This design comes from an exercise in tuning for small area and a short achievable clock period on the open sky130 flow, not from production work.
Where RTL was checked, it was by simulation tests only, not by an equivalence proof against the original.
No functional check of the RTL was part of runs 1 to 3.
The flow treats the clock pin as an ideal source. Dropping or thinning the clock tree relies on that and would not hold on a real chip.

<file path="design/flow/config.mk">
export PLATFORM = sky130hd
export DESIGN_NAME = uart_circle_area
export DESIGN_NICKNAME = uart_circle_area
export VERILOG_FILES = /design/flow/design.v
export SDC_FILE = /design/flow/constraint.sdc
export NUM_CORES = 4
export LEC_CHECK = 0
export ABC_AREA = 1
export CAP_MARGIN = 0
export CORE_MARGIN = 2
export CORE_UTILIZATION = 40
export SLEW_MARGIN = 0
export SYNTH_HIERARCHICAL = 1
</file>
<file path="design/flow/constraint.sdc">
create_clock -name core_clock -period 24.0 [get_ports {clock}]
set_input_delay 4.8000 -clock core_clock [delete_from_list [all_inputs] [get_ports {clock}]]
set_output_delay 4.8000 -clock core_clock [all_outputs]
set_load 0.01 [all_outputs]
</file>
<file path="design/flow/design.v">
module uart_circle_area (
  input         clock,
  input         reset,
  input         rx_i,
  output [7:0]  rx_data,
  output [31:0] area_o,
  output reg    rx_data_valid,
  output reg    rx_error
);
  localparam IDLE = 4'b0000, CHECK_STOP = 4'b0001, ERROR = 4'b0010;
  reg [3:0]  state;
  reg [7:0]  shift;
  reg [17:0] acc;
  reg [1:0]  vgn;
  wire       in_data = state[3];
  wire [2:0] cnt     = state[2:0];
  wire       in_cs   = (state == CHECK_STOP);
  wire       in_idle = (state == IDLE);
  always @(posedge clock) begin
    if (reset) begin
      state <= IDLE;
      shift <= 8'd0;
      rx_data_valid <= 1'b0;
      vgn <= 2'b11;
      rx_error <= 1'b0;
    end else begin
      rx_error <= (state == ERROR);
      rx_data_valid <= in_cs ? rx_i : (in_idle & rx_data_valid);
      vgn[0] <= in_cs ? ~rx_i : (~in_idle | vgn[0]);
      vgn[1] <= in_cs ? ~rx_i : (~in_idle | vgn[1]);
      if (in_data) begin
        shift <= {rx_i, shift[7:1]};
        state <= (cnt == 3'd7) ? CHECK_STOP : state + 4'd1;
      end else if (in_cs) begin
        state <= rx_i ? IDLE : ERROR;
      end else if (in_idle) begin
        if (!rx_i) state <= 4'b1000;
      end else begin
        if (rx_i) state <= IDLE;
      end
    end
  end
  wire [7:0] mask = {cnt != 3'd0, cnt > 3'd1, cnt > 3'd2, cnt > 3'd3,
                     cnt > 3'd4, cnt > 3'd5, cnt > 3'd6, 1'b0};
  wire [7:0] sp   = shift & mask;
  wire [6:0] ahi  = (cnt == 3'd0) ? 7'd0 : acc[17:11];
  wire [8:0] sum;
  wire [8:2] sc;
  assign sum[0] = ahi[0];
  assign sum[1] = ahi[1] ^ sp[1];
  assign sc[2]  = ahi[1] & sp[1];
  genvar gi;
  generate
    for (gi = 2; gi < 7; gi = gi + 1) begin : g_sadd
      kmul_fa u_fa (.a(ahi[gi]), .b(sp[gi]), .ci(sc[gi]), .s(sum[gi]), .co(sc[gi+1]));
    end
  endgenerate
  assign sum[7] = ~(sp[7] ^ sc[7]);
  assign sum[8] = sp[7] | sc[7];
  wire [17:0] area;
  wire [15:0] s = acc[17:2];
  wire s1 = s[12] ^ s[8];
  wire c2 = s[12] & s[8];
  wire s3 = s[13] ^ s[9];
  wire c4 = s[13] & s[9];
  wire s5, c6;
  kmul_fa u_s5 (.a(s[14]), .b(s[10]), .ci(s[7]), .s(s5), .co(c6));
  wire s7, c8;
  kmul_fa u_s7 (.a(s[15]), .b(s[11]), .ci(s[8]), .s(s7), .co(c8));
  wire s9 = s[12] ^ s[9];
  wire c10 = s[12] & s[9];
  wire s11 = s[13] ^ s[10];
  wire c12 = s[13] & s[10];
  wire s13 = s[14] ^ s[11];
  wire c14 = s[14] & s[11];
  wire s15 = s[15] ^ s[12];
  wire c16 = s[15] & s[12];
  wire s17 = s[15] ^ s[4];
  wire c18 = s[15] & s[4];
  wire s19 = s[7] ^ s[3];
  wire c20 = s[7] & s[3];
  wire s21 = s[8] ^ s[4];
  wire c22 = s[8] & s[4];
  wire s23, c24;
  kmul_fa u_s23 (.a(s[9]), .b(s[5]), .ci(s[2]), .s(s23), .co(c24));
  wire s25, c26;
  kmul_fa u_s25 (.a(s[10]), .b(s[6]), .ci(s[3]), .s(s25), .co(c26));
  wire s27, c28;
  kmul_fa u_s27 (.a(s[11]), .b(s[7]), .ci(s[4]), .s(s27), .co(c28));
  wire s29, c30;
  kmul_fa u_s29 (.a(s[5]), .b(s[0]), .ci(s1), .s(s29), .co(c30));
  wire s31, c32;
  kmul_fa u_s31 (.a(s[6]), .b(s3), .ci(c2), .s(s31), .co(c32));
  wire s33, c34;
  kmul_fa u_s33 (.a(s[2]), .b(s5), .ci(c4), .s(s33), .co(c34));
  wire s35, c36;
  kmul_fa u_s35 (.a(s[3]), .b(s7), .ci(c6), .s(s35), .co(c36));
  wire s37, c38;
  kmul_fa u_s37 (.a(s[4]), .b(s9), .ci(c8), .s(s37), .co(c38));
  wire s39, c40;
  kmul_fa u_s39 (.a(s[5]), .b(s11), .ci(c10), .s(s39), .co(c40));
  wire s41, c42;
  kmul_fa u_s41 (.a(s[6]), .b(s13), .ci(c12), .s(s41), .co(c42));
  wire s43, c44;
  kmul_fa u_s43 (.a(s[7]), .b(s15), .ci(c14), .s(s43), .co(c44));
  wire s45, c46;
  kmul_fa u_s45 (.a(s[13]), .b(s[8]), .ci(c16), .s(s45), .co(c46));
  wire s47 = s[14] ^ s[9];
  wire c48 = s[14] & s[9];
  wire s49 = s[15] ^ s[10];
  wire c50 = s[15] & s[10];
  wire s51 = s[13] ^ s[2];
  wire c52 = s[13] & s[2];
  wire s53 = s[12] ^ s[14];
  wire c54 = ~s[12] & s[14];
  wire s55, c56;
  kmul_fa u_s55 (.a(~s[13]), .b(s[0]), .ci(s17), .s(s55), .co(c56));
  wire s57, c58;
  kmul_fa u_s57 (.a(~s[14]), .b(s[5]), .ci(c18), .s(s57), .co(c58));
  wire s59, c60;
  kmul_fa u_s59 (.a(~s[15]), .b(s[6]), .ci(s[2]), .s(s59), .co(c60));
  wire s61, c62;
  kmul_fa u_s61 (.a(1'b1), .b(s[0]), .ci(s19), .s(s61), .co(c62));
  wire s63, c64;
  kmul_fa u_s63 (.a(1'b1), .b(s21), .ci(c20), .s(s63), .co(c64));
  wire s65, c66;
  kmul_fa u_s65 (.a(1'b1), .b(s23), .ci(c22), .s(s65), .co(c66));
  wire s67, c68;
  kmul_fa u_s67 (.a(~s[0]), .b(s25), .ci(c24), .s(s67), .co(c68));
  wire s69, c70;
  kmul_fa u_s69 (.a(1'b1), .b(s27), .ci(c26), .s(s69), .co(c70));
  wire s71, c72;
  kmul_fa u_s71 (.a(~s[2]), .b(s29), .ci(c28), .s(s71), .co(c72));
  wire s73, c74;
  kmul_fa u_s73 (.a(~s[3]), .b(s31), .ci(c30), .s(s73), .co(c74));
  wire s75, c76;
  kmul_fa u_s75 (.a(~s[4]), .b(s33), .ci(c32), .s(s75), .co(c76));
  wire s77, c78;
  kmul_fa u_s77 (.a(~s[5]), .b(s35), .ci(c34), .s(s77), .co(c78));
  wire s79, c80;
  kmul_fa u_s79 (.a(~s[6]), .b(s37), .ci(c36), .s(s79), .co(c80));
  wire s81, c82;
  kmul_fa u_s81 (.a(~s[7]), .b(s39), .ci(c38), .s(s81), .co(c82));
  wire s83, c84;
  kmul_fa u_s83 (.a(~s[8]), .b(s41), .ci(c40), .s(s83), .co(c84));
  wire s85, c86;
  kmul_fa u_s85 (.a(~s[9]), .b(s43), .ci(c42), .s(s85), .co(c86));
  wire s87, c88;
  kmul_fa u_s87 (.a(~s[10]), .b(s45), .ci(c44), .s(s87), .co(c88));
  wire s89, c90;
  kmul_fa u_s89 (.a(~s[11]), .b(s47), .ci(c46), .s(s89), .co(c90));
  wire s91, c92;
  kmul_fa u_s91 (.a(~s[12]), .b(s49), .ci(c48), .s(s91), .co(c92));
  wire s93, c94;
  kmul_fa u_s93 (.a(~s[13]), .b(s[11]), .ci(c50), .s(s93), .co(c94));
  wire s95 = s[14] ^ s[12];
  wire c96 = ~s[14] & s[12];
  wire s97 = s[15] ^ s[13];
  wire c98 = ~s[15] & s[13];
  wire p99 = ~s53 | c52;
  wire g100 = ~s53 & c52;
  wire p101 = s55 | c54;
  wire g102 = s55 & c54;
  wire p103 = s57 | c56;
  wire g104 = s57 & c56;
  wire p105 = s59 | c58;
  wire g106 = s59 & c58;
  wire p107 = s61 | c60;
  wire g108 = s61 & c60;
  wire p109 = s63 | c62;
  wire g110 = s63 & c62;
  wire p111 = s65 | c64;
  wire g112 = s65 & c64;
  wire p113 = s67 ^ c66;
  wire g114 = s67 & c66;
  wire p115 = s69 ^ c68;
  wire g116 = s69 & c68;
  wire p117 = s71 ^ c70;
  wire g118 = s71 & c70;
  wire p119 = s73 ^ c72;
  wire g120 = s73 & c72;
  wire p121 = s75 ^ c74;
  wire g122 = s75 & c74;
  wire p123 = s77 ^ c76;
  wire g124 = s77 & c76;
  wire p125 = s79 ^ c78;
  wire g126 = s79 & c78;
  wire p127 = s81 ^ c80;
  wire g128 = s81 & c80;
  wire p129 = s83 ^ c82;
  wire g130 = s83 & c82;
  wire p131 = s85 ^ c84;
  wire g132 = s85 & c84;
  wire p133 = s87 ^ c86;
  wire g134 = s87 & c86;
  wire p135 = s89 ^ c88;
  wire g136 = s89 & c88;
  wire p137 = s91 ^ c90;
  wire g138 = s91 & c90;
  wire p139 = s93 ^ c92;
  wire g140 = s93 & c92;
  wire p141 = s95 ^ c94;
  wire g142 = ~s95 & c94;
  wire p143 = s97 ^ c96;
  wire g144 = ~s97 & c96;
  wire p145 = s[14] ^ c98;
  wire g146 = ~s[14] & c98;
  wire p147 = s[15] ^ s[14];
  wire g148 = ~s[15] & s[14];
  wire G149 = ~s[10] & ~s[9];
  wire G150 = s51 | (~s51 & G149);
  wire G151 = g100 | (p99 & G150);
  wire G152 = g102 | (p101 & G151);
  wire G153 = g104 | (p103 & G152);
  wire G154 = g106 | (p105 & G153);
  wire G155 = g108 | (p107 & G154);
  wire G156 = g110 | (p109 & G155);
  wire G157 = g112 | (p111 & G156);
  wire G158 = g114 | (p113 & G157);
  wire G159 = g116 | (p115 & G158);
  wire G160 = g118 | (p117 & G159);
  wire G161 = g120 | (p119 & G160);
  wire G162 = g124 | (p123 & g122);
  wire P163 = p123 & p121;
  wire G164 = g128 | (p127 & g126);
  wire P165 = p127 & p125;
  wire G166 = g132 | (p131 & g130);
  wire P167 = p131 & p129;
  wire G168 = g136 | (p135 & g134);
  wire P169 = p135 & p133;
  wire G170 = g140 | (p139 & g138);
  wire P171 = p139 & p137;
  wire G172 = g144 | (~p143 & g142);
  wire P173 = ~p143 & ~p141;
  wire G174 = g148 | (~p147 & g146);
  wire P175 = ~p147 & ~p145;
  wire G176 = G162 | (P163 & G161);
  wire G177 = G166 | (P167 & G164);
  wire P178 = P167 & P165;
  wire G179 = G170 | (P171 & G168);
  wire P180 = P171 & P169;
  wire G181 = G174 | (P175 & G172);
  wire P182 = P175 & P173;
  wire G183 = G177 | (P178 & G176);
  wire G184 = G181 | (P182 & G179);
  wire P185 = P182 & P180;
  wire G186 = G184 | (P185 & G183);
  wire G187 = G179 | (P180 & G183);
  wire G188 = G164 | (P165 & G176);
  wire G189 = G168 | (P169 & G183);
  wire G190 = G172 | (P173 & G187);
  wire G191 = g122 | (p121 & G161);
  wire G192 = g126 | (p125 & G176);
  wire G193 = g130 | (p129 & G188);
  wire G194 = g134 | (p133 & G183);
  wire G195 = g138 | (p137 & G189);
  wire G196 = g142 | (~p141 & G187);
  wire G197 = g146 | (~p145 & G190);
  wire x198 = p113 ^ G157;
  wire x199 = p115 ^ G158;
  wire x200 = p117 ^ G159;
  wire x201 = p119 ^ G160;
  wire x202 = p121 ^ G161;
  wire x203 = p123 ^ G191;
  wire x204 = p125 ^ G176;
  wire x205 = p127 ^ G192;
  wire x206 = p129 ^ G188;
  wire x207 = p131 ^ G193;
  wire x208 = p133 ^ G183;
  wire x209 = p135 ^ G194;
  wire x210 = p137 ^ G189;
  wire x211 = p139 ^ G195;
  wire x212 = ~p141 ^ G187;
  wire x213 = ~p143 ^ G196;
  wire x214 = ~p145 ^ G190;
  wire x215 = ~p147 ^ G197;
  assign area = {x215, x214, x213, x212, x211, x210, x209, x208, x207, x206, x205, x204, x203, x202, x201, x200, x199, x198};
  wire [17:0] keep = in_cs ? ~area : acc;
  wire [8:0]  hi0  = in_data ? {2'b00, ahi} : keep[17:9];
  wire [8:0]  lo   = in_data ? acc[10:2] : keep[8:0];
  wire        take = in_data & rx_i;
  always @(posedge clock)
    acc <= {take ? sum : hi0, lo};
  assign rx_data = shift;
  assign area_o  = {14'd0, ~(acc | {{6{~rx_data_valid}}, {6{vgn[1]}}, {6{vgn[0]}}})};
endmodule
module kmul_fa(input a, input b, input ci, output s, output co);
  assign s  = a ^ b ^ ci;
  assign co = (a & b) | (a & ci) | (b & ci);
endmodule
</file>
<file path="design/flow/flow/run.sh">
#!/bin/bash
# The standard layout (the standard.sh: unchanged synthesis and steps) with
# these differences:
# - the port buffers that global placement puts on every input and output are
#   sky130_fd_sc_hd__buf_1 instead of the resizer's pick;
# - the tie-low cell that synthesis makes is not split into one cell per load
#   (SKIP_REPAIR_TIE_FANOUT), so the constant outputs share it;
# - after CTS, nbuf.tcl replaces the clock tree by 3 clkbuf_8 buffers, each fed
#   by the clock port and driving one placement cluster of the 34 flip-flops;
#   then the standard steps go on from global routing. The buffers are alike
#   and so are their loads, so all flip-flops see about the same clock arrival.
cp standard.sh standard.sh.txt
export BUFFER_PORTS_ARGS="-buffer_cell sky130_fd_sc_hd__buf_1"
export CTS_ARGS="-sink_clustering_enable -repair_clock_nets -buf_list sky130_fd_sc_hd__clkbuf_8 -root_buf sky130_fd_sc_hd__clkbuf_8 -dont_use_dummy_load"
export SKIP_REPAIR_TIE_FANOUT=1
bash standard.sh cts > standard_cts.log 2>&1
RES_DIR=orfs/results/sky130hd/uart_circle_area/base CLK_NET=clock NBUF=3 CLKBUF=sky130_fd_sc_hd__clkbuf_8 \
  openroad -no_init -exit flow/nbuf.tcl > nbuf.log 2>&1
bash standard.sh > standard.log 2>&1
</file>
<file path="design/flow/flow/nbuf.tcl">
# Replace the clock tree that CTS built by NBUF clock buffers (CLKBUF), each
# driven straight from the clock port and driving one cluster of flip-flop
# clock pins (k-means on the pin positions). Reads and rewrites the CTS result.
set res $::env(RES_DIR)
set nbuf $::env(NBUF)
read_db $res/4_1_cts.odb
set db [ord::get_db]
set block [ord::get_db_block]
set clk [$block findNet $::env(CLK_NET)]
set bufs {}
set nets {}
set sinks {}
proc walk {net} {
  global bufs nets sinks
  foreach it [$net getITerms] {
    if {[$it getIoType] != "INPUT"} { continue }
    set inst [$it getInst]
    set m [[$inst getMaster] getName]
    if {[string match "sky130_fd_sc_hd__clkbuf_*" $m]} {
      lappend bufs $inst
      set on [[$inst findITerm X] getNet]
      if {$on ne "NULL"} { lappend nets $on; walk $on }
    } else {
      lappend sinks $it
    }
  }
}
walk $clk
puts "nbuf: [llength $bufs] tree buffers, [llength $sinks] sinks"
set px {}; set py {}
foreach it $sinks {
  set b [[$it getInst] getBBox]
  lappend px [expr {([$b xMin] + [$b xMax]) / 2}]
  lappend py [expr {([$b yMin] + [$b yMax]) / 2}]
}
set n [llength $sinks]
# k-means, seeded by sinks spread along x
set order [lsort -integer -indices $px]
set cx {}; set cy {}
for {set k 0} {$k < $nbuf} {incr k} {
  set i [lindex $order [expr {int(($k + 0.5) * $n / $nbuf)}]]
  lappend cx [lindex $px $i]; lappend cy [lindex $py $i]
}
for {set iter 0} {$iter < 20} {incr iter} {
  set asg {}
  for {set i 0} {$i < $n} {incr i} {
    set best 0; set bd -1
    for {set k 0} {$k < $nbuf} {incr k} {
      set d [expr {abs([lindex $px $i] - [lindex $cx $k]) + abs([lindex $py $i] - [lindex $cy $k])}]
      if {$bd < 0 || $d < $bd} { set bd $d; set best $k }
    }
    lappend asg $best
  }
  for {set k 0} {$k < $nbuf} {incr k} {
    set sx 0; set sy 0; set c 0
    for {set i 0} {$i < $n} {incr i} {
      if {[lindex $asg $i] == $k} { incr sx [lindex $px $i]; incr sy [lindex $py $i]; incr c }
    }
    if {$c > 0} { lset cx $k [expr {$sx / $c}]; lset cy $k [expr {$sy / $c}] }
  }
}
foreach it $sinks { $it disconnect }
foreach b $bufs {
  foreach it [$b getITerms] { $it disconnect }
  odb::dbInst_destroy $b
}
foreach nn $nets { odb::dbNet_destroy $nn }
set master [$db findMaster $::env(CLKBUF)]
for {set k 0} {$k < $nbuf} {incr k} {
  set inst [odb::dbInst_create $block $master clkbuf_${k}_clock]
  set onet [odb::dbNet_create $block clknet_${k}_clock]
  $onet setSigType CLOCK
  [$inst findITerm A] connect $clk
  [$inst findITerm X] connect $onet
  set c 0
  for {set i 0} {$i < $n} {incr i} {
    if {[lindex $asg $i] == $k} { [lindex $sinks $i] connect $onet; incr c }
  }
  $inst setLocation [lindex $cx $k] [lindex $cy $k]
  $inst setPlacementStatus PLACED
  $inst setSourceType TIMING
  puts "nbuf: buffer $k at [lindex $cx $k] [lindex $cy $k] drives $c flip-flops"
}
detailed_placement
check_placement
write_db $res/4_1_cts.odb
write_db $res/4_cts.odb
</file>
<file path="design/flow/standard.sh">
#!/bin/bash
# synth_recipe.tcl (not shown) runs the flow's synth.tcl, then flattens the netlist and writes it again
# the make line also repeats each setting of config.mk as NAME=value (left out here)
make -C /OpenROAD-flow-scripts/flow DESIGN_CONFIG=/design/flow/config.mk WORK_HOME=/design/flow/orfs CLKGATE_MAP_FILE= SYNTH_SCRIPT=/design/flow/synth_recipe.tcl "${@:-finish}"
</file>
==> impl_metrics.env, run 1 <==
export IMPL_outcome="finished clean"
export IMPL_final_cell_mix="inv_1 (60), nand2_1 (58), fa_1 (50)"
export IMPL_multi_input_area_um2=2330
export IMPL_area_growth_synth_to_final_pct=4.678
export IMPL_gp_congestion=0.8507
export IMPL_setup_tns_ns=0
export IMPL_vias=2617
export IMPL_first_global_vias=2741
export IMPL_synthSimpleGateAreaFrac_pct=13.75
export IMPL_placed_cell_area_um2=3682
export IMPL_path_clk_slew_ns=0.12
export IMPL_portBuffers=30
export IMPL_dp_hpwl_um=6357
export IMPL_synth_net_count=477
export IMPL_dr_pass1_iters=5
export IMPL_path_class="register to output pin"
export IMPL_rsz0062_at_grt="no"
export IMPL_post_cts_setup_buffers=0
export IMPL_synth_top_family_by_area="adder cells"
export IMPL_crit_slowest_cell="edfxtp_1"
export IMPL_mostFrequentLayoutCell="inv_1"
export IMPL_final_cells=511
export IMPL_syn_avg_cell_area_um2=9.144
export IMPL_wl_per_cell_um=15.23
export IMPL_nets=493
export IMPL_postLayoutCellArea_um2=3724
export IMPL_seq_area_frac_synth_pct=24.20
export IMPL_fillerInstances=887
export IMPL_grt_antenna_before_repair=0
export IMPL_maxCapViolations=0
export IMPL_initial_core_util_pct=40.99
export IMPL_hold_class="register to register"
export IMPL_cts_resized=0
export IMPL_synthesis_area_um2=3557
export IMPL_num_antenna_cells=0
export IMPL_drt_iter0_markers=66
export IMPL_drcViolationCount=0
export IMPL_hold_viol=0
export IMPL_slowest_delay_ns=0.59
export IMPL_drive_gt1_share_pct=3.226
export IMPL_ant_nets=0
export IMPL_critPathLaunchType="register"
export IMPL_ys_ff_latch=34
export IMPL_clock_latency_ns=0.17
export IMPL_synth_compound_area_share_pct=9.391
export IMPL_dp_worst_setup_slack_ns=18.13
export IMPL_seq_area_um2=860.8
export IMPL_finalMaxSlewViolations=0
export IMPL_fin_util_pct=42.91
export IMPL_grt_pass1_wl_um=13320
export IMPL_ys_warn_count=7
export IMPL_die_y_um=98.30
export IMPL_worstPathCellList="nor2_1, buf_1"
export IMPL_dieArea_um2=9663
export IMPL_cts_sinks=34
export IMPL_grt_max_degree=31
export IMPL_cp_end_kind="output pin"
export IMPL_synth_mux_area_share_pct=0
export IMPL_io_pins=45
export IMPL_grt_ovfl_total=0
export IMPL_crit_arrival_ns=1.13
export IMPL_rows=34
export IMPL_wl_um=7780
export IMPL_die_x_um=98.30
export IMPL_period_share_pct=24.72
export IMPL_avgViaCountPerCell=5.121
export IMPL_track_usage_pct=17.19
export IMPL_cp_max_fo=8
export IMPL_worst_slack_ns=18.07
export IMPL_skew_ns=0.05884
export IMPL_dp_cells=508
export IMPL_postCtsHoldBufs=0
export IMPL_setup_viol=0
export IMPL_core_um2=8678
export IMPL_synth_fa_ha_area_share_pct=40.45
export IMPL_cp_data_required_time_ns=19.20
export IMPL_synthCells=389
export IMPL_post_route_min_period_ns=5.932
export IMPL_synth_xor_area_share_pct=1.688
export IMPL_fmax_mhz=168.6
export IMPL_synthDistinctLibCells=35
## worst max-delay path, delay by kind of cell (launching register included)
family / cells / cell delay [ns]
flops: 1 / 0.59
buf+inv: 1 / 0.17
simple gates: 1 / 0.19
## synth_stat cells
cell type | number | share of area (%)
o211ai_1 | 2 | 0.42
nand3_1 | 10 | 1.4
edfxtp_1 | 18 | 15
inv_2 | 3 | 0.32
inv_1 | 60 | 6.3
nand2_1 | 58 | 6.1
xnor2_1 | 1 | 0.25
a31oi_1 | 2 | 0.35
o22ai_1 | 6 | 1.1
a21oi_1 | 20 | 2.8
ha_1 | 35 | 12
a21boi_0 | 1 | 0.21
a21boi_1 | 1 | 0.21
a21o_1 | 2 | 0.42
a211oi_1 | 1 | 0.21
o21ai_0 | 23 | 3.2
nor2_1 | 41 | 4.3
conb_1 | 2 | 0.21
xor2_2 | 1 | 0.46
fa_1 | 50 | 28
or2_2 | 2 | 0.35
buf_4 | 14 | 3.0
nand4_1 | 1 | 0.18
nand2_4 | 1 | 0.32
and2_1 | 1 | 0.18
dfxtp_1 | 16 | 9.0
clkbuf_1 | 4 | 0.42
o21a_1 | 1 | 0.21
nor3b_1 | 1 | 0.21
xor2_1 | 4 | 0.98
buf_2 | 2 | 0.28
or2_1 | 1 | 0.18
o22a_1 | 1 | 0.25
nor3_1 | 1 | 0.14
nor2_2 | 2 | 0.35
## Yosys stat by module, one instance, submodules excluded
module / times used / area, µm² / flip-flops and latches / cells
uart_circle_area: 1 / 2776 / 34 / 350
kmul_fa: 39 / 20.02 / 0 / 1
## cell families after synthesis
family | count (synthesis)
and+or+nand+nor | 119
adders and majority gates | 85
buffers and inverters | 83
AOI/OAI and AO/OA | 60
DFF | 34
xor gates and xnor gates | 6
other | 2
## layer usage
metal	routed length [µm]	vias up	global-route usage [%]	part of all wire, %
li1	-	1248	-	-
met1	3539	1293	23.00	45
met2	3804	67	29.57	49
met3	324	9	2.219	4.2
met4	112	0	4.531	1.4
met5	0	-	0	0
## through the flow
| step | hold slack [ns] |
|---|---|
| finish | 0.5201 |
| global route | 0.5389 |
| CTS | 0.5136 |
| detailed placement | 0.5023 |
| global placement | 0.4821 |
| floorplan | 0.5008 |
## layout make-up
type	count	area share, %
Timing Repair Buffer	31	3.226
Multi-Input combinational cell	272	62.57
Inverter	63	6.351
Clock buffer	3	1.109
Tap cell	108	3.629
Sequential cell	34	23.12
## sequential cells by signal, indices dropped and copies added (netlist names)
name / count
rx_error: 1
acc: 18
state: 4
rx_data_valid: 1
vgn: 2
shift: 8
## final timing paths
check / from / to / slack, ns / depth (start not counted)
max: acc[16]$_DFFE_PP_ / area_o[16] / 18.07 / 2
min: shift[0]$_SDFFE_PP0P_ / shift[0]$_SDFFE_PP0P_ / 0.52 / 2
max reg2reg: acc[11]$_DFFE_PP_ / acc[17]$_DFFE_PP_ / 18.69 / 22
min reg2reg: shift[0]$_SDFFE_PP0P_ / shift[0]$_SDFFE_PP0P_ / 0.52 / 2
==> run 2: changes to the inputs <==
--- a/design/flow/config.mk
+++ b/design/flow/config.mk
@@ -6,8 +6,9 @@
 export NUM_CORES = 4
 export LEC_CHECK = 0
 export ABC_AREA = 1
-export CAP_MARGIN = 0
+export CAP_MARGIN = 20
 export CORE_MARGIN = 2
-export CORE_UTILIZATION = 40
-export SLEW_MARGIN = 0
+export CORE_UTILIZATION = 85
+export PLACE_DENSITY = 0.92
+export SLEW_MARGIN = 20
 export SYNTH_HIERARCHICAL = 1
==> impl_metrics.env, run 2 <==
export IMPL_cp_max_fo=6
export IMPL_period_share_pct=24.70
export IMPL_synthFlopType="edfxtp_1"
export IMPL_synth_top_area_share_pct=28.14
export IMPL_yosysMostFrequentCell="inv_1"
export IMPL_setup_viol=0
export IMPL_synth_xor_area_share_pct=1.688
export IMPL_postCtsHoldBufs=0
export IMPL_reg_top3="acc: 18 flops, shift: 8 flops, state: 4 flops"
export IMPL_grtUsageMet3_pct=11.04
export IMPL_yosys_area_top_type="fa_1"
export IMPL_worst_slack_ns=18.07
export IMPL_grt_antenna_before_repair=0
export IMPL_wl_um=8977
export IMPL_path_clk_slew_ns=0.09
export IMPL_met2_usage_pct=69.95
export IMPL_grt_ovfl_total=0
export IMPL_gp_congestion=0.9076
export IMPL_grt_busiest_layer="met2"
export IMPL_clock_latency_ns=0.15
export IMPL_hold_class="register to register"
export IMPL_ant_nets=0
export IMPL_track_usage_pct=42.01
export IMPL_synth_edff_count=18
export IMPL_synthSimpleGateAreaFrac_pct=13.75
export IMPL_worst_hold_slack_ns=0.5158
export IMPL_ys_ff_latch=34
export IMPL_synth_top_family_by_area="adder cells"
export IMPL_synth_fa_ha_area_share_pct=40.45
export IMPL_nets=493
export IMPL_cts_sinks=34
export IMPL_grt_max_degree=31
export IMPL_syn_avg_cell_area_um2=9.144
export IMPL_drcViolationCount=0
export IMPL_core_um2=4000
export IMPL_dp_hpwl_um=6436
export IMPL_synthTopCellsByCount="inv_1 (60), nand2_1 (58), fa_1 (50), nor2_1 (41), ha_1 (35)"
export IMPL_fillerInstances=168
export IMPL_rows=23
export IMPL_finalMaxSlewViolations=0
export IMPL_synthDistinctLibCells=35
export IMPL_rsz0062_at_grt="no"
export IMPL_synth_compound_area_share_pct=9.391
export IMPL_dp_worst_setup_slack_ns=18.13
export IMPL_die_x_um=68.69
export IMPL_area_growth_synth_to_final_pct=2.638
export IMPL_path_class="register to output pin"
export IMPL_vias=2906
export IMPL_fmax_mhz=168.7
export IMPL_crit_arrival_ns=1.13
export IMPL_initial_core_util_pct=88.93
export IMPL_seq_area_um2=860.8
export IMPL_mostFrequentLayoutCell="inv_1"
export IMPL_synthCells=389
export IMPL_critPathLaunchType="register"
export IMPL_drt_iter0_markers=357
export IMPL_grt_pass1_wl_um=13860
export IMPL_hold_viol=0
export IMPL_multi_input_area_um2=2330
export IMPL_avgViaCountPerCell=6.415
export IMPL_dieArea_um2=4718
export IMPL_die_y_um=68.69
export IMPL_cts_resized=0
export IMPL_first_global_vias=2961
export IMPL_wl_per_cell_um=19.82
export IMPL_skew_ns=0.02081
export IMPL_grtUsageMet1_pct=50.34
export IMPL_final_cell_mix="inv_1 (60), nand2_1 (58), fa_1 (50)"
export IMPL_setup_tns_ns=0
export IMPL_synth_mux_area_share_pct=0
export IMPL_ys_async_sr_fraction_pct=0
export IMPL_synth_net_count=477
export IMPL_cp_data_required_time_ns=19.20
export IMPL_synth_area_leaders="fa_1 (28%), edfxtp_1 (15%), ha_1 (12%), dfxtp_1 (9.0%), inv_1 (6.3%)"
export IMPL_top_register="acc"
export IMPL_maxCapViolations=0
export IMPL_io_pins=45
export IMPL_post_cts_setup_buffers=0
export IMPL_post_route_min_period_ns=5.928
export IMPL_ys_warn_count=7
export IMPL_final_cells=453
export IMPL_seq_area_frac_synth_pct=24.20
export IMPL_dp_cells=450
export IMPL_cp_end_kind="output pin"
export IMPL_synthesis_area_um2=3557
export IMPL_outcome="finished clean"
export IMPL_num_antenna_cells=0
export IMPL_dr_pass1_iters=5
export IMPL_drive_gt1_share_pct=3.226
export IMPL_largest_register_ff_count=18
export IMPL_portBuffers=30
[run 2: through the flow]
step,instance area (µm²),utilization (%)
3_3_place_gp,3610,90.24
4_1_cts,3679,91.96
6_report,3651,91.27
5_1_grt,3651,91.27
3_5_place_dp,3610,90.24
2_1_floorplan,3557,-
[run 2: area by class of cell]
class,instances,area share (%)
Multi-Input combinational cell,272,63.81
Sequential cell,34,23.58
Inverter,63,6.477
Timing Repair Buffer,31,3.290
Tap cell,50,1.714
Clock buffer,3,1.131
[run 2: cell families after synthesis]
group           after synthesis
flops                        34
buf+inv                      83
compound gates               60
xor+xnor                      6
other cells                   2
fa+ha+maj                    85
simple gates                119
[run 2: worst paths after layout]
kind,endpoint,cells past startpoint,from,slack [ns]
setup / recovery,area_o[13],2,acc[13]$_DFFE_PP_,18.07
setup reg to reg,acc[17]$_DFFE_PP_,22,acc[11]$_DFFE_PP_,18.53
hold / removal,shift[4]$_SDFFE_PP0P_,2,shift[5]$_SDFFE_PP0P_,0.52
hold reg to reg,shift[4]$_SDFFE_PP0P_,2,shift[5]$_SDFFE_PP0P_,0.52
[run 2: layer usage]
layer	up-vias	part of all wire, %
met5	-	0
met4	0	4.5
met3	43	11
met2	230	49
met1	1386	36
li1	1247	-
[run 2: critical path, cell delays in order, from the launching register on]
cell and delay, ns:
edfxtp_1 0.59, nor2_1 0.22, buf_1 0.17
[run 2: Yosys stat by module (local to each module, per instance)]
module / cells inside / cell area, µm²
kmul_fa: 1 / 20.02
uart_circle_area: 350 / 2776
==> run 3: changes to the inputs <==
--- a/design/flow/config.mk
+++ b/design/flow/config.mk
@@ -8,7 +8,7 @@
 export ABC_AREA = 1
 export CAP_MARGIN = 20
 export CORE_MARGIN = 2
-export CORE_UTILIZATION = 85
-export PLACE_DENSITY = 0.92
+export CORE_UTILIZATION = 70
+export PLACE_DENSITY = 0.85
 export SLEW_MARGIN = 20
 export SYNTH_HIERARCHICAL = 1
==> impl_metrics.env, run 3 <==
export IMPL_ys_async_sr_fraction_pct=0
export IMPL_holdPathEnd="shift[0]$_SDFFE_PP0P_"
export IMPL_yosys_area_top_type="fa_1"
export IMPL_finalMaxSlewViolations=0
export IMPL_ys_ff_latch=34
export IMPL_path_class="register to output pin"
export IMPL_wl_met1_um=3083
export IMPL_synthesis_area_um2=3557
export IMPL_clock_latency_ns=0.16
export IMPL_synth_edff_count=18
export IMPL_yosysMostFrequentCell="inv_1"
export IMPL_dieArea_um2=5668
export IMPL_ant_nets=0
export IMPL_avgViaCountPerCell=5.691
export IMPL_top_register="acc"
export IMPL_path_clk_slew_ns=0.11
export IMPL_cp_max_fo=6
export IMPL_skew_ns=0.04463
export IMPL_whs_path_depth=2
export IMPL_wl_met3_um=515
export IMPL_maxCapViolations=0
export IMPL_synthDistinctLibCells=35
export IMPL_cp_data_required_time_ns=19.20
export IMPL_cts_sinks=34
export IMPL_worst_slack_ns=18.09
export IMPL_grt_antenna_before_repair=0
export IMPL_setup_viol=0
export IMPL_hold_class="register to register"
export IMPL_post_route_min_period_ns=5.915
export IMPL_syn_avg_cell_area_um2=9.144
export IMPL_rsz0062_at_grt="no"
export IMPL_portBuffers=30
export IMPL_gp_congestion=0.9404
export IMPL_grt_max_degree=31
export IMPL_dr_pass1_iters=5
export IMPL_outcome="finished clean"
export IMPL_critPathLaunchType="register"
export IMPL_die_x_um=75.29
export IMPL_dp_hpwl_um=5952
export IMPL_grt_ovfl_total=0
export IMPL_first_global_vias=2684
export IMPL_period_share_pct=24.64
export IMPL_reg_top3="acc: 18 flops, shift: 8 flops, state: 4 flops"
export IMPL_synthFlopType="edfxtp_1"
export IMPL_wl_per_cell_um=16.37
export IMPL_ys_warn_count=7
export IMPL_initial_core_util_pct=73.84
export IMPL_num_antenna_cells=0
export IMPL_regToRegStartpoint="acc[17]$_DFFE_PP_"
export IMPL_postCtsHoldBufs=0
export IMPL_cts_resized=0
export IMPL_dp_worst_setup_slack_ns=18.10
export IMPL_seq_area_frac_synth_pct=24.20
export IMPL_cp_top_family="flip-flops"
export IMPL_mostFrequentLayoutCell="inv_1"
export IMPL_path_buf_inv=1
export IMPL_grt_pass1_wl_um=12730
export IMPL_cp_end_kind="output pin"
export IMPL_reg2regPathDepth=26
export IMPL_rows=25
export IMPL_die_y_um=75.29
export IMPL_slowest_delay_ns=0.56
export IMPL_largest_register_ff_count=18
export IMPL_hold_viol=0
export IMPL_synth_net_count=477
export IMPL_final_cell_mix="inv_1 (60), nand2_1 (58), fa_1 (50)"
export IMPL_routed_top_layer="met4"
export IMPL_rrSetupSlack_ns=18.64
export IMPL_synthTopCellsByCount="inv_1 (60), nand2_1 (58), fa_1 (50), nor2_1 (41), ha_1 (35)"
export IMPL_drt_iter0_markers=226
export IMPL_nets=493
export IMPL_drive_gt1_share_pct=3.226
export IMPL_io_pins=45
export IMPL_wl_um=7696
export IMPL_vias=2675
export IMPL_wl_met2_um=3876
export IMPL_track_usage_pct=30.43
export IMPL_area_growth_synth_to_final_pct=3.236
export IMPL_synth_top_area_share_pct=28.14
export IMPL_setup_tns_ns=0
export IMPL_post_cts_setup_buffers=0
export IMPL_worst_hold_slack_ns=0.5036
export IMPL_crit_arrival_ns=1.11
export IMPL_r2r_end="acc[15]$_DFFE_PP_"
export IMPL_synth_area_leaders="fa_1 (28%), edfxtp_1 (15%), ha_1 (12%), dfxtp_1 (9.0%), inv_1 (6.3%)"
export IMPL_core_um2=4817
export IMPL_synthCells=389
export IMPL_fillerInstances=327
export IMPL_crit_slowest_cell="edfxtp_1"
export IMPL_holdCritStartpoint="shift[0]$_SDFFE_PP0P_"
export IMPL_fmax_mhz=169.1
export IMPL_drcViolationCount=0
export IMPL_worstPathCellList="nor2_1, buf_1"
==> run 3: layout make-up <==
cell class | count | area [µm²] | area share, %
clock buffers | 3 | 41.29 | 1.124
repair buffers | 31 | 120.1 | 3.271
multi-input cells | 272 | 2330 | 63.44
well taps | 67 | 83.83 | 2.283
flip-flops and latches | 34 | 860.8 | 23.44
inverters | 63 | 236.5 | 6.440
==> run 3: how the worst max path moves through the flow <==
stage | from | end | slack [ns] | cells after the start
after floorplan | acc[16]$_DFFE_PP_ | area_o[16] | 18.46 | 1
after global placement | rx_i | acc[13]$_DFFE_PP_ | 18.20 | 5
after detailed placement | rx_i | acc[13]$_DFFE_PP_ | 18.10 | 5
after CTS | acc[13]$_DFFE_PP_ | area_o[13] | 17.97 | 2
after global routing | acc[13]$_DFFE_PP_ | area_o[13] | 18.01 | 2
final | acc[13]$_DFFE_PP_ | area_o[13] | 18.09 | 2
==> run 3: per-layer routing <==
layer | vias to the layer above | global-route usage, %
met5 | - | 0
met4 | 0 | 10.92
met3 | 22 | 5.355
met2 | 113 | 51.79
met1 | 1288 | 39.29
li1 | 1252 | -
==> run 3: stage by stage <==
step	util [%]	cells	instance area [µm²]
2_1_floorplan	-	389	3557
3_5_place_dp	75.38	467	3631
6_report	76.23	470	3672
4_1_cts	76.81	472	3700
3_3_place_gp	75.38	467	3631
5_1_grt	76.23	470	3672
==> run 3: modules after synthesis (local to each module, per instance) <==
module	area (µm²)	cells inside	times used	flip-flops and latches
uart_circle_area	2776	350	1	34
kmul_fa	20.02	1	39	0
==> run 3: cells by family (layout without fill, tap and decap cells) <==
family,Yosys count,after routing,share of synthesized area [%]
xor+xnor,6,6,1.688
compound gates,60,60,9.392
flops,34,34,24.20
fa+ha+maj,85,85,40.45
simple gates,119,119,13.75
other cells,2,2,0.2111
buf+inv,83,97,10.31
==> run 3: tightest hold or removal path: stages, from the launching register on <==
cell and delay [ns]:
dfxtp_1 0.33, o21ai_0 0.07, nor2_1 0.07
==> run 4: changes to the inputs <==
--- a/design/flow/design.v
+++ b/design/flow/design.v
@@ -157,19 +157,19 @@
   wire c96 = ~s[14] & s[12];
   wire s97 = s[15] ^ s[13];
   wire c98 = ~s[15] & s[13];
-  wire p99 = ~s53 | c52;
+  wire p99 = s53 ^ c52;
   wire g100 = ~s53 & c52;
-  wire p101 = s55 | c54;
+  wire p101 = s55 ^ c54;
   wire g102 = s55 & c54;
-  wire p103 = s57 | c56;
+  wire p103 = s57 ^ c56;
   wire g104 = s57 & c56;
-  wire p105 = s59 | c58;
+  wire p105 = s59 ^ c58;
   wire g106 = s59 & c58;
-  wire p107 = s61 | c60;
+  wire p107 = s61 ^ c60;
   wire g108 = s61 & c60;
-  wire p109 = s63 | c62;
+  wire p109 = s63 ^ c62;
   wire g110 = s63 & c62;
-  wire p111 = s65 | c64;
+  wire p111 = s65 ^ c64;
   wire g112 = s65 & c64;
   wire p113 = s67 ^ c66;
   wire g114 = s67 & c66;
@@ -209,7 +209,7 @@
   wire g148 = ~s[15] & s[14];
   wire G149 = ~s[10] & ~s[9];
   wire G150 = s51 | (~s51 & G149);
-  wire G151 = g100 | (p99 & G150);
+  wire G151 = g100 | (~p99 & G150);
   wire G152 = g102 | (p101 & G151);
   wire G153 = g104 | (p103 & G152);
   wire G154 = g106 | (p105 & G153);
--- a/design/flow/config.mk
+++ b/design/flow/config.mk
@@ -8,7 +8,6 @@
 export ABC_AREA = 1
 export CAP_MARGIN = 20
 export CORE_MARGIN = 2
-export CORE_UTILIZATION = 70
-export PLACE_DENSITY = 0.85
+export CORE_UTILIZATION = 40
 export SLEW_MARGIN = 20
 export SYNTH_HIERARCHICAL = 1
==> impl_metrics.env, run 4 <==
export IMPL_crit_arrival_ns=1.09
export IMPL_post_cts_setup_buffers=0
export IMPL_worst_slack_ns=18.11
export IMPL_area_growth_synth_to_final_pct=4.687
export IMPL_rows=34
export IMPL_whs_path_depth=2
export IMPL_skew_ns=0.01930
export IMPL_grt_max_degree=32
export IMPL_dp_hpwl_um=6189
export IMPL_period_share_pct=24.54
export IMPL_hold_class="register to register"
export IMPL_cp_data_required_time_ns=19.20
export IMPL_placed_cell_area_um2=3704
export IMPL_setup_viol=0
export IMPL_grt_pass1_wl_um=13280
export IMPL_cp_max_fo=8
export IMPL_syn_avg_cell_area_um2=9.364
export IMPL_cts_resized=0
export IMPL_synth_edff_count=18
export IMPL_dp_worst_setup_slack_ns=18.12
export IMPL_grt_antenna_before_repair=0
export IMPL_track_usage_pct=17.14
export IMPL_gp_congestion=0.8431
export IMPL_wl_um=7671
export IMPL_synth_area_leaders="fa_1 (28%), edfxtp_1 (15%), ha_1 (15%), dfxtp_1 (9.0%), inv_1 (6.7%)"
export IMPL_path_class="register to output pin"
export IMPL_ys_async_sr_fraction_pct=0
export IMPL_largest_register_ff_count=18
export IMPL_postLayoutCellArea_um2=3745
export IMPL_synth_top_area_share_pct=27.98
export IMPL_cts_sinks=34
export IMPL_wl_per_cell_um=15.22
export IMPL_worstPathCellList="nor2_1, buf_1"
export IMPL_slowest_delay_ns=0.60
export IMPL_path_clk_slew_ns=0.09
export IMPL_crit_slowest_cell="edfxtp_1"
export IMPL_fillerInstances=882
export IMPL_finalMaxSlewViolations=0
export IMPL_fmax_mhz=169.8
export IMPL_initial_core_util_pct=41.22
export IMPL_synthTopCellsByCount="inv_1 (64), nand2_1 (57), fa_1 (50), ha_1 (42), nor2_1 (38)"
export IMPL_cp_top_family="flip-flops"
export IMPL_grt_ovfl_total=0
export IMPL_num_antenna_cells=0
export IMPL_drcViolationCount=0
export IMPL_die_y_um=98.57
export IMPL_post_route_min_period_ns=5.890
export IMPL_setup_tns_ns=0
export IMPL_r2r_end="acc[17]$_DFFE_PP_"
export IMPL_drive_gt1_share_pct=3.283
export IMPL_final_cell_mix="inv_1 (64), nand2_1 (57), fa_1 (50)"
export IMPL_nets=493
export IMPL_critPathLaunchType="register"
export IMPL_cp_end_kind="output pin"
export IMPL_fin_util_pct=43.15
export IMPL_hold_viol=0
export IMPL_avgViaCountPerCell=4.958
export IMPL_rrSetupSlack_ns=18.26
export IMPL_core_um2=8678
export IMPL_reg2regPathDepth=29
export IMPL_dieArea_um2=9715
export IMPL_dp_cells=501
export IMPL_synth_net_count=477
export IMPL_ys_ff_latch=34
export IMPL_dr_pass1_iters=4
export IMPL_die_x_um=98.57
export IMPL_yosysMostFrequentCell="inv_1"
export IMPL_mostFrequentLayoutCell="inv_1"
export IMPL_vias=2499
export IMPL_regToRegStartpoint="acc[17]$_DFFE_PP_"
export IMPL_slew_limit_headroom_pct=50.39
export IMPL_tightest_slew_ns=0.7433
export IMPL_top_register="acc"
export IMPL_synthesis_area_um2=3577
export IMPL_io_pins=45
export IMPL_final_cells=504
export IMPL_path_buf_inv=1
export IMPL_yosys_area_top_type="fa_1"
export IMPL_maxCapViolations=0
export IMPL_synthFlopType="edfxtp_1"
export IMPL_synthCells=382
export IMPL_clock_latency_ns=0.15
export IMPL_ys_warn_count=7
export IMPL_multi_input_area_um2=2347
export IMPL_first_global_vias=2735
export IMPL_rsz0062_at_grt="no"
export IMPL_ant_nets=0
export IMPL_synthDistinctLibCells=31
export IMPL_holdPathEnd="rx_data_valid$_SDFF_PP0_"
export IMPL_drt_iter0_markers=91
export IMPL_postCtsHoldBufs=0
export IMPL_reg_top3="acc: 18 flops, shift: 8 flops, state: 4 flops"
export IMPL_outcome="finished clean"
export IMPL_portBuffers=30
export IMPL_seq_area_frac_synth_pct=24.06
export IMPL_seq_area_um2=860.8
export IMPL_holdCritStartpoint="rx_data_valid$_SDFF_PP0_"
[run 4: cell types whose count changed in the layout (fill, tap and decap cells not counted), moves of 2 or more]
| cell | before | now |
|---|---|---|
| ha_1 | 35 | 42 |
| inv_1 | 60 | 64 |
| nand3_1 | 10 | 6 |
| inv_2 | 3 | 0 |
| nor2_1 | 41 | 38 |
| o22ai_1 | 6 | 3 |
| a21oi_1 | 20 | 18 |
| a21oi_2 | 0 | 2 |
| nor2_2 | 2 | 0 |
| o21ai_2 | 0 | 2 |
[run 4: metal layers]
metal | GRT usage [%] | up-vias | wire length [µm]
li1 | - | 1221 | -
met1 | 22.47 | 1219 | 3393
met2 | 30.77 | 54 | 3905
met3 | 2.766 | 5 | 312
met4 | 2.318 | 0 | 60
met5 | 0 | - | 0
[run 4: worst max-delay path by stage]
stage                           start                 to  cells after the start
floorplan                        rx_i  acc[11]$_DFFE_PP_                      4
global placement                 rx_i  acc[11]$_DFFE_PP_                      5
detailed placement               rx_i  acc[13]$_DFFE_PP_                      5
CTS                 acc[16]$_DFFE_PP_         area_o[16]                      2
global route         acc[6]$_DFFE_PP_  acc[17]$_DFFE_PP_                     29
finish              acc[16]$_DFFE_PP_         area_o[16]                      2
[run 4: worst reg2reg max path, delay by kind of cell (launching register included)]
kind	cells	cell delay [ns]
compound gates	7	0.85
xor+xnor	1	0.21
fa+ha+maj	8	3.07
buf+inv	1	0.11
flops	1	0.57
simple gates	12	0.67
[run 4: kinds of logic (layout without fill, tap and decap cells)]
group / after synthesis / after routing / synth area share (%)
simple gates: 106 / 106 / 11.68
fa+ha+maj: 92 / 92 / 42.67
buf+inv: 84 / 98 / 10.32
compound gates: 57 / 57 / 9.339
flops: 34 / 34 / 24.06
xor+xnor: 7 / 7 / 1.714
other cells: 2 / 2 / 0.2099
[run 4: metrics by stage]
step                hold WS, ns
floorplan                0.4946
global placement         0.4706
detailed placement       0.4761
CTS                      0.4859
global route             0.5170
finish                   0.4949
[run 4: modules after synthesis (local to each module, per instance)]
module | copies in the design | area (µm²) | flip-flops and latches | cells
kmul_fa | 39 | 20.02 | 0 | 1
uart_circle_area | 1 | 2796 | 34 | 343
[run 4: layout make-up]
class	count	share of cell area (%)
Clock buffer	3	1.103
Multi-Input combinational cell	264	62.68
Sequential cell	34	22.99
Tap cell	108	3.608
Inverter	64	6.415
Timing Repair Buffer	31	3.207
==> run 5: changes to the inputs <==
--- a/design/flow/config.mk
+++ b/design/flow/config.mk
@@ -8,6 +8,7 @@
 export ABC_AREA = 1
 export CAP_MARGIN = 20
 export CORE_MARGIN = 2
-export CORE_UTILIZATION = 40
+export CORE_UTILIZATION = 70
+export PLACE_DENSITY = 0.85
 export SLEW_MARGIN = 20
 export SYNTH_HIERARCHICAL = 1
==> impl_metrics.env, run 5 <==
export IMPL_gp_congestion=0.8542
export IMPL_die_x_um=75.49
export IMPL_clock_latency_ns=0.15
export IMPL_ys_warn_count=7
export IMPL_post_cts_setup_buffers=0
export IMPL_wl_per_cell_um=16.21
export IMPL_dr_pass1_iters=4
export IMPL_synthesis_area_um2=3577
export IMPL_cp_data_required_time_ns=19.20
export IMPL_crit_arrival_ns=1.06
export IMPL_cp_max_fo=8
export IMPL_synthFlopType="edfxtp_1"
export IMPL_ant_nets=0
export IMPL_cp_top_family="flip-flops"
export IMPL_cts_sinks=34
export IMPL_synth_edff_count=18
export IMPL_hold_viol=0
export IMPL_grt_max_degree=31
export IMPL_whs_path_depth=2
export IMPL_drive_gt1_share_pct=3.283
export IMPL_area_growth_synth_to_final_pct=3.358
export IMPL_path_class="register to output pin"
export IMPL_fillerInstances=372
export IMPL_rrSetupSlack_ns=18.32
export IMPL_grt_pass1_wl_um=11970
export IMPL_cp_end_kind="output pin"
export IMPL_slowest_delay_ns=0.59
export IMPL_avgViaCountPerCell=5.586
export IMPL_slew_limit_headroom_pct=52.12
export IMPL_synth_area_leaders="fa_1 (28%), edfxtp_1 (15%), ha_1 (15%), dfxtp_1 (9.0%), inv_1 (6.7%)"
export IMPL_ys_async_sr_fraction_pct=0
export IMPL_seq_area_frac_synth_pct=24.06
export IMPL_core_um2=5010
export IMPL_grt_ovfl_total=0
export IMPL_vias=2603
export IMPL_rows=26
export IMPL_yosys_area_top_type="fa_1"
export IMPL_ys_ff_latch=34
export IMPL_track_usage_pct=28.37
export IMPL_largest_register_ff_count=18
export IMPL_tightest_slew_ns=0.7174
export IMPL_wl_um=7552
export IMPL_io_pins=45
export IMPL_critPathLaunchType="register"
export IMPL_maxCapViolations=0
export IMPL_period_share_pct=24.40
export IMPL_die_y_um=75.49
export IMPL_grt_antenna_before_repair=0
export IMPL_synth_net_count=477
export IMPL_path_clk_slew_ns=0.09
export IMPL_reg_top3="acc: 18 flops, shift: 8 flops, state: 4 flops"
export IMPL_crit_cells=2
export IMPL_dp_hpwl_um=6071
export IMPL_placed_cell_area_um2=3656
export IMPL_mostFrequentLayoutCell="inv_1"
export IMPL_top_register="acc"
export IMPL_finalMaxSlewViolations=0
export IMPL_setup_tns_ns=0
export IMPL_synthCells=382
export IMPL_rsz0062_at_grt="no"
export IMPL_dieArea_um2=5698
export IMPL_outcome="finished clean"
export IMPL_postCtsHoldBufs=0
export IMPL_post_route_min_period_ns=5.856
export IMPL_hold_class="register to register"
export IMPL_synthTopCellsByCount="inv_1 (64), nand2_1 (57), fa_1 (50), ha_1 (42), nor2_1 (38)"
export IMPL_synthDistinctLibCells=31
export IMPL_synth_top_area_share_pct=27.98
export IMPL_portBuffers=30
export IMPL_dp_cells=463
export IMPL_path_buf_inv=1
export IMPL_final_cell_mix="inv_1 (64), nand2_1 (57), fa_1 (50)"
export IMPL_skew_ns=0.01805
export IMPL_final_cells=466
export IMPL_drcViolationCount=0
export IMPL_worstPathCellList="nor2_1, buf_1"
export IMPL_num_antenna_cells=0
export IMPL_drt_iter0_markers=155
export IMPL_fmax_mhz=170.8
export IMPL_nets=493
export IMPL_yosysMostFrequentCell="inv_1"
export IMPL_setup_viol=0
export IMPL_first_global_vias=2629
export IMPL_crit_slowest_cell="edfxtp_1"
export IMPL_cts_resized=0
export IMPL_initial_core_util_pct=71.40
export IMPL_syn_avg_cell_area_um2=9.364
export IMPL_reg2regPathDepth=29
export IMPL_postLayoutCellArea_um2=3697
==> run 5: cell counts in the layout (fill, tap and decap cells not counted) <==
No cell type changed its count.
==> run 5: area by class of cell <==
type | instances | area (µm²) | share of cell area, %
Tap cell | 70 | 87.58 | 2.369
Sequential cell | 34 | 860.8 | 23.28
Timing Repair Buffer | 31 | 120.1 | 3.249
Clock buffer | 3 | 41.29 | 1.117
Inverter | 64 | 240.2 | 6.497
Multi-Input combinational cell | 264 | 2347 | 63.49
==> run 5: cells by family (layout without fill, tap and decap cells) <==
| kind of cell | after synthesis | in the layout | share of synthesized area (%) |
|---|---|---|---|
| simple gates | 106 | 106 | 11.68 |
| fa+ha+maj | 92 | 92 | 42.67 |
| buf+inv | 84 | 98 | 10.32 |
| compound gates | 57 | 57 | 9.339 |
| flops | 34 | 34 | 24.06 |
| xor+xnor | 7 | 7 | 1.714 |
| other cells | 2 | 2 | 0.2099 |
==> run 5: worst min-delay path, stage by stage, from the launching register on <==
cell and delay, ns:
dfxtp_1 0.34, nand2_1 0.07, a21oi_1 0.05
==> run 5: through the flow <==
stage / hold WS [ns] / util (%) / setup WS (ns)
3_5_place_dp: 0.4760 / 72.98 / 18.17
3_3_place_gp: 0.4748 / 72.98 / 18.21
5_1_grt: 0.5169 / 73.80 / 17.99
6_report: 0.4955 / 73.80 / 18.14
4_1_cts: 0.4855 / 74.35 / 17.98
2_1_floorplan: 0.4946 / - / 18.46
==> run 5: worst paths after layout <==
kind	from	to
worst min register to register	rx_data_valid$_SDFF_PP0_	rx_data_valid$_SDFF_PP0_
worst min-delay path	rx_data_valid$_SDFF_PP0_	rx_data_valid$_SDFF_PP0_
worst max-delay path	acc[16]$_DFFE_PP_	area_o[16]
worst max register to register	acc[17]$_DFFE_PP_	acc[15]$_DFFE_PP_
==> run 5: per-layer routing <==
layer | wire length (µm) | global-route usage, % | vias to the layer above
met1 | 2974 | 34.65 | 1278
met2 | 4055 | 51.50 | 87
met3 | 399 | 4.894 | 15
met5 | 0 | 0 | -
met4 | 123 | 8.382 | 0
li1 | - | - | 1223
==> run 5: modules after synthesis (local to each module, per instance) <==
module	times used	cells inside	flip-flops and latches	area (µm²)
uart_circle_area	1	343	34	2796
kmul_fa	39	1	0	20.02
==> run 6: changes to the inputs <==
--- a/design/flow/flow/nbuf.tcl
+++ b/design/flow/flow/nbuf.tcl
@@ -1,6 +1,6 @@
 # Replace the clock tree that CTS built by NBUF clock buffers (CLKBUF), each
 # driven straight from the clock port and driving one cluster of flip-flop
-# clock pins (k-means on the pin positions). Reads and rewrites the CTS result.
+# clock pins (k-means on the pin positions, clusters of equal size). Reads and rewrites the CTS result.
 set res $::env(RES_DIR)
 set nbuf $::env(NBUF)
 read_db $res/4_1_cts.odb
@@ -41,15 +41,24 @@
   set i [lindex $order [expr {int(($k + 0.5) * $n / $nbuf)}]]
   lappend cx [lindex $px $i]; lappend cy [lindex $py $i]
 }
+# balanced k-means: each buffer gets at most ceil(n / nbuf) flip-flops
+set cap [expr {($n + $nbuf - 1) / $nbuf}]
 for {set iter 0} {$iter < 20} {incr iter} {
-  set asg {}
+  set pairs {}
   for {set i 0} {$i < $n} {incr i} {
-    set best 0; set bd -1
     for {set k 0} {$k < $nbuf} {incr k} {
       set d [expr {abs([lindex $px $i] - [lindex $cx $k]) + abs([lindex $py $i] - [lindex $cy $k])}]
-      if {$bd < 0 || $d < $bd} { set bd $d; set best $k }
+      lappend pairs [list $d $i $k]
     }
-    lappend asg $best
+  }
+  set pairs [lsort -integer -index 0 $pairs]
+  set asg [lrepeat $n -1]
+  set fill [lrepeat $nbuf 0]
+  foreach p $pairs {
+    lassign $p d i k
+    if {[lindex $asg $i] >= 0 || [lindex $fill $k] >= $cap} { continue }
+    lset asg $i $k
+    lset fill $k [expr {[lindex $fill $k] + 1}]
   }
   for {set k 0} {$k < $nbuf} {incr k} {
     set sx 0; set sy 0; set c 0
==> impl_metrics.env, run 6 <==
export IMPL_grtUsageMet3_pct=3.968
export IMPL_synth_area_leaders="fa_1 (28%), edfxtp_1 (15%), ha_1 (15%), dfxtp_1 (9.0%), inv_1 (6.7%)"
export IMPL_synthTopCellsByCount="inv_1 (64), nand2_1 (57), fa_1 (50), ha_1 (42), nor2_1 (38)"
export IMPL_die_y_um=75.49
export IMPL_dieArea_um2=5698
export IMPL_rrSetupSlack_ns=18.31
export IMPL_crit_path_start="acc[16]$_DFFE_PP_"
export IMPL_post_cts_setup_buffers=0
export IMPL_period_share_pct=24.41
export IMPL_crit_arrival_ns=1.06
export IMPL_path_buf_inv=1
export IMPL_maxCapViolations=0
export IMPL_fin_util_pct=73.80
export IMPL_fmax_mhz=170.7
export IMPL_cts_sinks=34
export IMPL_portBuffers=30
export IMPL_grt_pass1_wl_um=12010
export IMPL_avgViaCountPerCell=5.594
export IMPL_rsz0062_at_grt="no"
export IMPL_crit_cells=2
export IMPL_synth_edff_count=18
export IMPL_drive_gt1_share_pct=3.283
export IMPL_tightest_slew_ns=0.7229
export IMPL_rows=26
export IMPL_clock_latency_ns=0.14
export IMPL_drt_iter0_markers=175
export IMPL_fillerInstances=373
export IMPL_postLayoutCellArea_um2=3697
export IMPL_cp_max_fo=8
export IMPL_synth_net_count=477
export IMPL_dr_pass1_iters=5
export IMPL_synthCells=382
export IMPL_io_pins=45
export IMPL_path_clk_slew_ns=0.08
export IMPL_syn_avg_cell_area_um2=9.364
export IMPL_r2r_end="acc[15]$_DFFE_PP_"
export IMPL_top_register="acc"
export IMPL_setup_tns_ns=0
export IMPL_postCtsHoldBufs=0
export IMPL_mostFrequentLayoutCell="inv_1"
export IMPL_crit_slowest_cell="edfxtp_1"
export IMPL_dp_hpwl_um=6071
export IMPL_track_usage_pct=28.26
export IMPL_slew_limit_headroom_pct=51.75
export IMPL_placed_cell_area_um2=3656
export IMPL_vias=2607
export IMPL_initial_core_util_pct=71.40
export IMPL_final_cell_mix="inv_1 (64), nand2_1 (57), fa_1 (50)"
export IMPL_cp_top_family="flip-flops"
export IMPL_reg_top3="acc: 18 flops, shift: 8 flops, state: 4 flops"
export IMPL_seq_area_frac_synth_pct=24.06
export IMPL_regToRegStartpoint="acc[6]$_DFFE_PP_"
export IMPL_yosysMostFrequentCell="inv_1"
export IMPL_num_antenna_cells=0
export IMPL_ys_warn_count=7
export IMPL_slowest_delay_ns=0.59
export IMPL_grt_max_degree=31
export IMPL_area_growth_synth_to_final_pct=3.358
export IMPL_critPathLaunchType="register"
export IMPL_hold_viol=0
export IMPL_die_x_um=75.49
export IMPL_ys_async_sr_fraction_pct=0
export IMPL_ant_nets=0
export IMPL_core_um2=5010
export IMPL_nets=493
export IMPL_wl_um=7576
export IMPL_yosys_area_top_type="fa_1"
export IMPL_cts_resized=0
export IMPL_synthesis_area_um2=3577
export IMPL_cp_endpoint="area_o[16]"
export IMPL_grt_busiest_layer="met2"
export IMPL_gp_congestion=0.8542
export IMPL_setup_viol=0
export IMPL_post_route_min_period_ns=5.858
export IMPL_cp_data_required_time_ns=19.20
export IMPL_path_class="register to output pin"
export IMPL_wl_per_cell_um=16.26
export IMPL_ys_ff_latch=34
export IMPL_drcViolationCount=0
export IMPL_synthDistinctLibCells=31
export IMPL_largest_register_ff_count=18
export IMPL_hold_class="register to register"
export IMPL_worstPathCellList="nor2_1, buf_1"
export IMPL_skew_ns=0.003833
export IMPL_grtUsageMet1_pct=35.18
export IMPL_finalMaxSlewViolations=0
export IMPL_grt_antenna_before_repair=0
export IMPL_synth_top_area_share_pct=27.98
export IMPL_first_global_vias=2636
export IMPL_met2_usage_pct=51.50
export IMPL_grt_ovfl_total=0
export IMPL_cp_end_kind="output pin"
export IMPL_outcome="finished clean"
export IMPL_reg2regPathDepth=29
export IMPL_synthFlopType="edfxtp_1"
[run 6: cell counts after synthesis]
Identical to the previous run, type by type.
[run 6: cells by family (layout without fill, tap and decap cells)]
logic type	Yosys count	count (layout)	synth area share, %
AOI/OAI and AO/OA	57	57	9.339
xor gates and xnor gates	7	7	1.714
adders and majority gates	92	92	42.67
buffers and inverters	84	98	10.32
DFF	34	34	24.06
other	2	2	0.2099
and+or+nand+nor	106	106	11.68
[run 6: how the worst min path moves through the flow]
stage | startpoint | depth (start not counted) | slack [ns] | endpoint
3_5_place_dp | rx_data_valid$_SDFF_PP0_ | 2 | 0.48 | rx_data_valid$_SDFF_PP0_
5_1_grt | shift[7]$_SDFFE_PP0P_ | 2 | 0.52 | shift[6]$_SDFFE_PP0P_
4_1_cts | rx_data_valid$_SDFF_PP0_ | 2 | 0.49 | rx_data_valid$_SDFF_PP0_
2_1_floorplan | rx_data_valid$_SDFF_PP0_ | 2 | 0.49 | rx_data_valid$_SDFF_PP0_
6_report | rx_data_valid$_SDFF_PP0_ | 2 | 0.49 | rx_data_valid$_SDFF_PP0_
3_3_place_gp | rx_data_valid$_SDFF_PP0_ | 2 | 0.47 | rx_data_valid$_SDFF_PP0_
[run 6: layout make-up]
class	instances	area, µm²	area share [%]
inverters	64	240.2	6.497
flip-flops and latches	34	860.8	23.28
multi-input cells	264	2347	63.49
repair buffers	31	120.1	3.249
well taps	70	87.58	2.369
clock buffers	3	41.29	1.117
[run 6: tightest hold or removal path: cells and delay by family (launching register included)]
kind	cells	cell delay, ns
AO/OA/AOI/OAI	1	0.05
flip-flops	1	0.33
AND/OR/NAND/NOR	1	0.07
[run 6: stage by stage]
step           cells  hold slack (ns)  setup slack (ns)
2_1_floorplan    382           0.4946             18.46
3_3_place_gp     463           0.4748             18.21
3_5_place_dp     463           0.4760             18.17
4_1_cts          468           0.4855             17.98
5_1_grt          466           0.5169             17.99
6_report         466           0.4923             18.14
[run 6: layer usage]
layer,vias to the layer above,part of all wire [%]
li1,1224,-
met1,1272,40
met2,92,53
met3,19,5.0
met4,0,2.1
met5,-,0
[run 6: per-module statistics from Yosys, one instance, submodules excluded]
| module | area (µm²) | copies in the design | flops+latches |
|---|---|---|---|
| kmul_fa | 20.02 | 39 | 0 |
| uart_circle_area | 2796 | 1 | 34 |

[what the ideal ports hide]
Ports are ideal in the flow. The routed layouts listed here were re-timed in OpenROAD. Step 1, drivers: a clkbuf_16 drives clock and a buf_2 each remaining input, both assumed. Step 2 adds t to the input delays and takes it off the output delays; t is the mean of the earliest and latest rising clock arrival at the registers after step 1. Input paths then give back, and output paths get back, about the clock's delay inside the block. Slacks: no drivers / after step 1 / after step 2; pairs: no drivers / after step 1.
run	shift t [ns]	setup slack, ns	worst setup path after step 2	worst slew at a driven data input, ns	pins driven straight from the clock port
run 1	0.195	18.068 / 18.016 / 18.169	input to register	0.03	3
run 2	0.197	18.072 / 18.016 / 17.990	input to register	0.03	3
run 3	0.194	18.085 / 18.033 / 18.099	input to register	0.03	3
run 4	0.193	18.110 / 18.057 / 18.119	input to register	0.03	3
run 5	0.185	18.144 / 18.096 / 18.114	input to register	0.03	3
run 6	0.178	18.142 / 18.100 / 18.118	input to register	0.03	3
After both steps setup and hold are still met in every run listed. For run 2, which loses most, drivers alone change the setup slack by -0.056 ns; drivers and shift together by -0.082 ns.
